What follows belongs to an exercise in optimizing a design on an open flow for small area and a short achievable clock period; a production flow would make more cautious choices.
In this exercise RTL edits were held to simulation tests only and were not proved equivalent to the original.

==> flow/design.v (excerpt) <==
module question_6(
    input clk,
    input rst,
    input signed [15:0] x,
    output reg signed [15:0] y
);
    reg signed [15:0] s1, s2, s3;
    wire [15:0] y_sh1 = {y[15], y[15:1]};
    wire [15:0] y_sh2 = {y[15], y[15], y[15:2]};
    wire [15:0] p1, g1, o1, p2, g2, o2;
    wire [15:0] ss1, cc1, ss2, cc2;
    wire [15:0] y_n, s1_n, s2_n;
    pg3_pre pre1 (.a(s2), .b(y_sh1), .p(p1), .g(g1), .o(o1));
    pg3_pre pre2 (.a(s3), .b(y_sh2), .p(p2), .g(g2), .o(o2));
    pg3_post #(.INV(1)) post1 (.p(p1), .g(g1), .o(o1), .ci(x), .s(ss1), .c(cc1));
    pg3_post #(.INV(0)) post2 (.p(p2), .g(g2), .o(o2), .ci(x), .s(ss2), .c(cc2));
    add16 add_y  (.a(x),   .b(s1),                .s(y_n));
    add16 add_s1 (.a(ss1), .b({cc1[14:0], 1'b1}), .s(s1_n));
    add16 add_s2 (.a(ss2), .b({cc2[14:0], 1'b0}), .s(s2_n));
    always @(posedge clk or posedge rst) begin
        if (rst) begin
            s1 <= 16'sd0;
            s2 <= 16'sd0;
            s3 <= 16'sd0;
            y  <= 16'sd0;
        end else begin
            y  <= y_n;
            s1 <= s1_n;
            s2 <= s2_n;
            s3 <= y;
        end
    end
endmodule
For scale: ~720 cells after synthesis, roughly 34 I/O pins, about 0.0048 mm^2 of cells after synthesis.
export LEC_CHECK = 0
export CAP_MARGIN = 20
export CORE_MARGIN = 2
export CORE_UTILIZATION = 40
export CTS_BUF_LIST = sky130_fd_sc_hd__clkbuf_8
export CTS_CLUSTER_SIZE = 24
export SETUP_SLACK_MARGIN = 2.3
export SLEW_MARGIN = 20
export TNS_END_PERCENT = 100
create_clock -name core_clock -period 5.0 [get_ports {clk}]
standard.sh (not shown) runs the stock make flow with config.mk's settings and CLKGATE_MAP_FILE= SYNTH_SCRIPT=/design/flow/synth_recipe.tcl, a recipe that flattens the netlist after the stock synthesis.
==> flow/flow/run.sh <==
#!/bin/bash
# Own flow: the standard synthesis, then the combinational logic re-mapped by
# ABC with a delay target (flow/remap.tcl), then the standard layout steps.
# Each tool's output goes to a log file of its own in this folder.
set -euo pipefail
W=$(pwd)
R=$W/orfs/results/$FLOW_PLATFORM/question_6/base
D=$(cat flow/abc_delay_ps)

bash standard.sh synth > $W/log_1_standard_synth.txt 2>&1
cp $R/1_2_yosys.v $W/standard_synth.v

sed "s/{D}/$D/g" flow/abc_remap.script > $W/abc_remap.script
printf "set_driving_cell sky130_fd_sc_hd__buf_1\nset_load 5\n" > $W/abc_remap.constr
REMAP_IN=$W/standard_synth.v REMAP_OUT=$W/remap.v REMAP_SCRIPT=$W/abc_remap.script \
REMAP_CONSTR=$W/abc_remap.constr \
LIB_FILE=$FLOW_HOME/platforms/$FLOW_PLATFORM/lib/sky130_fd_sc_hd__tt_025C_1v80.lib \
  yosys -c flow/remap.tcl > $W/log_2_remap_yosys.txt 2>&1
# keep only the top module (the cell definitions were read from the library)
awk -v top="$FLOW_TOP" '$1=="module" && index($2, top "(")==1 {f=1} f{print} /^endmodule/{f=0}' $W/remap.v.all > $W/remap.v
cp $W/remap.v $R/1_2_yosys.v
rm -f $R/1_synth.odb $R/1_synth.sdc

export BUFFER_PORTS_ARGS="-buffer_cell sky130_fd_sc_hd__buf_2"
export CTS_ARGS="-sink_clustering_enable -repair_clock_nets -buf_list sky130_fd_sc_hd__clkbuf_4 -root_buf sky130_fd_sc_hd__clkbuf_8 -sink_clustering_size 16 -dont_use_dummy_load"
bash standard.sh finish > $W/log_3_standard_layout.txt 2>&1
==> flow/flow/abc_delay_ps <==
1200
==> flow/flow/abc_remap.script <==
strash
dch
map -D {D}
strash
dch
map -D {D}
topo
stime -c
buffer -c
upsize -c -D {D}
dnsize -c -D {D}
==> flow/flow/remap.tcl <==
# Re-map the combinational logic of the standard synthesis netlist with ABC,
# using a delay target, so that ABC recovers area off the critical paths
# instead of upsizing every gate. Flip-flops are kept as they are (same
# instances, names and cell types).
# env: REMAP_IN REMAP_OUT REMAP_SCRIPT LIB_FILE
yosys -import
set lib $::env(LIB_FILE)
read_liberty -lib $lib
read_verilog $::env(REMAP_IN)
read_liberty -overwrite -ignore_miss_func $lib
hierarchy -top $::env(FLOW_TOP)
set seq {}
foreach c [regexp -all -inline {sky130_fd_sc_hd__df[a-z0-9_]+} [read [open $::env(REMAP_IN)]]] {
  if {[lsearch $seq $c] < 0} { lappend seq $c }
}
setattr -mod -set keep_hierarchy 1 {*}$seq
flatten
select $::env(FLOW_TOP)
opt_clean
# cells the platform marks don't-use (probe and low-power-flow cells)
set dont_use {}
foreach {m c} [regexp -all -inline {cell\s*\(\s*"?(sky130_fd_sc_hd__(?:lpflow_|probe)[A-Za-z0-9_]*)} [read [open $lib]]] {
  lappend dont_use -dont_use $c
}
abc -liberty $lib {*}$dont_use -script $::env(REMAP_SCRIPT) -constr $::env(REMAP_CONSTR)
opt_clean -purge
hilomap -singleton -hicell sky130_fd_sc_hd__conb_1 HI -locell sky130_fd_sc_hd__conb_1 LO
insbuf -buf sky130_fd_sc_hd__buf_4 A X
opt_clean -purge
tee -o $::env(REMAP_OUT).stat stat -liberty $lib
write_verilog -noattr -nohex -nodec -selected $::env(REMAP_OUT).all
The starting point finished clean.
Next try:
--- a/flow/flow/run.sh
+++ b/flow/flow/run.sh
@@ -23,4 +23,3 @@
 
 export BUFFER_PORTS_ARGS="-buffer_cell sky130_fd_sc_hd__buf_2"
-export CTS_ARGS="-sink_clustering_enable -repair_clock_nets -buf_list sky130_fd_sc_hd__clkbuf_4 -root_buf sky130_fd_sc_hd__clkbuf_8 -sink_clustering_size 16 -dont_use_dummy_load"
 bash standard.sh finish > $W/log_3_standard_layout.txt 2>&1
==> flow/flow/abc_delay_ps (replaced) <==
1000
==> flow/flow/abc_remap.script (replaced) <==
strash
dch
map -D {D}
topo
stime -c
buffer -c
upsize -c -D {D}
dnsize -c -D {D}
stime -c
--- a/flow/config.mk
+++ b/flow/config.mk
@@ -11,5 +11,5 @@
 export CTS_BUF_LIST = sky130_fd_sc_hd__clkbuf_8
 export CTS_CLUSTER_SIZE = 24
-export SETUP_SLACK_MARGIN = 2.3
+export SETUP_SLACK_MARGIN = 3.0
 export SLEW_MARGIN = 20
 export TNS_END_PERCENT = 100
Result: The changed run went through all stages and came out clean. Fmax climbs by 14%. Worst setup slack gets better by 300 ps. Synthesized area climbs by 13%. Global-route usage climbs by 2.8 points. Routed wire length climbs by 42%. Critical path depth climbs by 2. Non-clock buffer count climbs by 84. Die area climbs by 13%. Via count climbs by 25%.
Next try:
--- a/flow/flow/run.sh
+++ b/flow/flow/run.sh
@@ -23,3 +23,4 @@
 
 export BUFFER_PORTS_ARGS="-buffer_cell sky130_fd_sc_hd__buf_2"
+export CTS_ARGS="-sink_clustering_enable -repair_clock_nets -buf_list sky130_fd_sc_hd__clkbuf_4 -root_buf sky130_fd_sc_hd__clkbuf_8 -sink_clustering_size 16 -dont_use_dummy_load"
 bash standard.sh finish > $W/log_3_standard_layout.txt 2>&1
==> flow/flow/abc_delay_ps (replaced) <==
1600
==> flow/flow/abc_remap.script (replaced) <==
strash
dch
map -D {D}
strash
dch
map -D {D}
topo
stime -c
buffer -c
upsize -c -D {D}
dnsize -c -D {D}
--- a/flow/config.mk
+++ b/flow/config.mk
@@ -11,5 +11,5 @@
 export CTS_BUF_LIST = sky130_fd_sc_hd__clkbuf_8
 export CTS_CLUSTER_SIZE = 24
-export SETUP_SLACK_MARGIN = 3.0
+export SETUP_SLACK_MARGIN = 2.5
 export SLEW_MARGIN = 20
 export TNS_END_PERCENT = 100
The new run passed the timing, DRC and antenna checks.
Flip-flop and latch count is unchanged.
Wire length went down by a quarter to a third.
Critical path depth went up by 5.
Synthesized cell count went down by about a fifth.
Global-route usage went down by 4.2 points.
Hold slack gets better by 17 ps.
Design area went down by a quarter to a third.
Synthesized area went down by about a fifth.
Next try:
--- a/flow/flow/run.sh
+++ b/flow/flow/run.sh
@@ -18,9 +18,7 @@
   yosys -c flow/remap.tcl > $W/log_2_remap_yosys.txt 2>&1
 # keep only the top module (the cell definitions were read from the library)
-awk -v top="$FLOW_TOP" '$1=="module" && index($2, top "(")==1 {f=1} f{print} /^endmodule/{f=0}' $W/remap.v.all > $W/remap.v
+awk -v top="$FLOW_TOP" '$1=="module" && $2==top {f=1} f{print} /^endmodule/{f=0}' $W/remap.v.all > $W/remap.v
 cp $W/remap.v $R/1_2_yosys.v
 rm -f $R/1_synth.odb $R/1_synth.sdc
 
-export BUFFER_PORTS_ARGS="-buffer_cell sky130_fd_sc_hd__buf_2"
-export CTS_ARGS="-sink_clustering_enable -repair_clock_nets -buf_list sky130_fd_sc_hd__clkbuf_4 -root_buf sky130_fd_sc_hd__clkbuf_8 -sink_clustering_size 16 -dont_use_dummy_load"
 bash standard.sh finish > $W/log_3_standard_layout.txt 2>&1
==> flow/flow/abc_delay_ps (replaced) <==
1300
==> flow/flow/abc_remap.script (replaced) <==
strash
dch
map -D {D}
topo
stime -c
buffer -c
upsize -c -D {D}
dnsize -c -D {D}
stime -c
--- a/flow/flow/remap.tcl
+++ b/flow/flow/remap.tcl
@@ -18,10 +18,5 @@
 select $::env(FLOW_TOP)
 opt_clean
-# cells the platform marks don't-use (probe and low-power-flow cells)
-set dont_use {}
-foreach {m c} [regexp -all -inline {cell\s*\(\s*"?(sky130_fd_sc_hd__(?:lpflow_|probe)[A-Za-z0-9_]*)} [read [open $lib]]] {
-  lappend dont_use -dont_use $c
-}
-abc -liberty $lib {*}$dont_use -script $::env(REMAP_SCRIPT) -constr $::env(REMAP_CONSTR)
+abc -liberty $lib -script $::env(REMAP_SCRIPT) -constr $::env(REMAP_CONSTR)
 opt_clean -purge
 hilomap -singleton -hicell sky130_fd_sc_hd__conb_1 HI -locell sky130_fd_sc_hd__conb_1 LO
--- a/flow/config.mk
+++ b/flow/config.mk
@@ -9,7 +9,5 @@
 export CORE_MARGIN = 2
 export CORE_UTILIZATION = 40
-export CTS_BUF_LIST = sky130_fd_sc_hd__clkbuf_8
-export CTS_CLUSTER_SIZE = 24
-export SETUP_SLACK_MARGIN = 2.5
+export SETUP_SLACK_MARGIN = 0.5
 export SLEW_MARGIN = 20
 export TNS_END_PERCENT = 100
Outcome:
- Now the flow aborted during netlist read-in after synthesis (1_synth)
Next try:
--- a/flow/flow/run.sh
+++ b/flow/flow/run.sh
@@ -18,7 +18,9 @@
   yosys -c flow/remap.tcl > $W/log_2_remap_yosys.txt 2>&1
 # keep only the top module (the cell definitions were read from the library)
-awk -v top="$FLOW_TOP" '$1=="module" && $2==top {f=1} f{print} /^endmodule/{f=0}' $W/remap.v.all > $W/remap.v
+awk -v top="$FLOW_TOP" '$1=="module" && index($2, top "(")==1 {f=1} f{print} /^endmodule/{f=0}' $W/remap.v.all > $W/remap.v
 cp $W/remap.v $R/1_2_yosys.v
 rm -f $R/1_synth.odb $R/1_synth.sdc
 
+export BUFFER_PORTS_ARGS="-buffer_cell sky130_fd_sc_hd__buf_2"
+export CTS_ARGS="-sink_clustering_enable -repair_clock_nets -buf_list sky130_fd_sc_hd__clkbuf_4 -root_buf sky130_fd_sc_hd__clkbuf_8 -sink_clustering_size 16 -dont_use_dummy_load"
 bash standard.sh finish > $W/log_3_standard_layout.txt 2>&1
==> flow/flow/abc_delay_ps (replaced) <==
1100
==> flow/flow/abc_remap.script (replaced) <==
strash
dch
map -D {D}
strash
dch
map -D {D}
topo
stime -c
buffer -c
upsize -c -D {D}
dnsize -c -D {D}
--- a/flow/flow/remap.tcl
+++ b/flow/flow/remap.tcl
@@ -18,5 +18,10 @@
 select $::env(FLOW_TOP)
 opt_clean
-abc -liberty $lib -script $::env(REMAP_SCRIPT) -constr $::env(REMAP_CONSTR)
+# cells the platform marks don't-use (probe and low-power-flow cells)
+set dont_use {}
+foreach {m c} [regexp -all -inline {cell\s*\(\s*"?(sky130_fd_sc_hd__(?:lpflow_|probe)[A-Za-z0-9_]*)} [read [open $lib]]] {
+  lappend dont_use -dont_use $c
+}
+abc -liberty $lib {*}$dont_use -script $::env(REMAP_SCRIPT) -constr $::env(REMAP_CONSTR)
 opt_clean -purge
 hilomap -singleton -hicell sky130_fd_sc_hd__conb_1 HI -locell sky130_fd_sc_hd__conb_1 LO
--- a/flow/config.mk
+++ b/flow/config.mk
@@ -9,5 +9,7 @@
 export CORE_MARGIN = 2
 export CORE_UTILIZATION = 40
-export SETUP_SLACK_MARGIN = 0.5
+export CTS_BUF_LIST = sky130_fd_sc_hd__clkbuf_8
+export CTS_CLUSTER_SIZE = 24
+export SETUP_SLACK_MARGIN = 2.5
 export SLEW_MARGIN = 20
 export TNS_END_PERCENT = 100
What happened:
- The changed run completed without violations

-- what the ideal ports hide --
No port has a modelled driver above. Below, the same layouts with a new extraction and two added sets of constraints. Step 1: set_driving_cell puts a clkbuf_16 on clk and a buf_2 on each other input, an assumption about the parent block. Step 2 times the ports against the registers' clock, not the clock port: input delays grow and output delays shrink by t, the midpoint of the rising clock arrivals with the driver on. Three values: ideal ports, drivers, drivers and shift; two values: the first two.
| run | t, ns | slack for setup (ns) | worst slew at a driven data input, ns |
|---|---|---|---|
| the first run | 0.391 | 2.507 / 2.523 / 2.132 | 0.03 |
| the second run | 0.411 | 2.809 / 2.786 / 2.374 | 0.06 |
| the third run | 0.385 | 2.505 / 2.475 / 2.091 | 0.07 |
| the fifth run | 0.390 | 2.657 / 2.670 / 2.280 | 0.03 |
After both steps setup and hold are still met in every run listed. For the second run, which loses most, drivers alone change the setup slack by -0.023 ns; drivers and shift together by -0.435 ns.
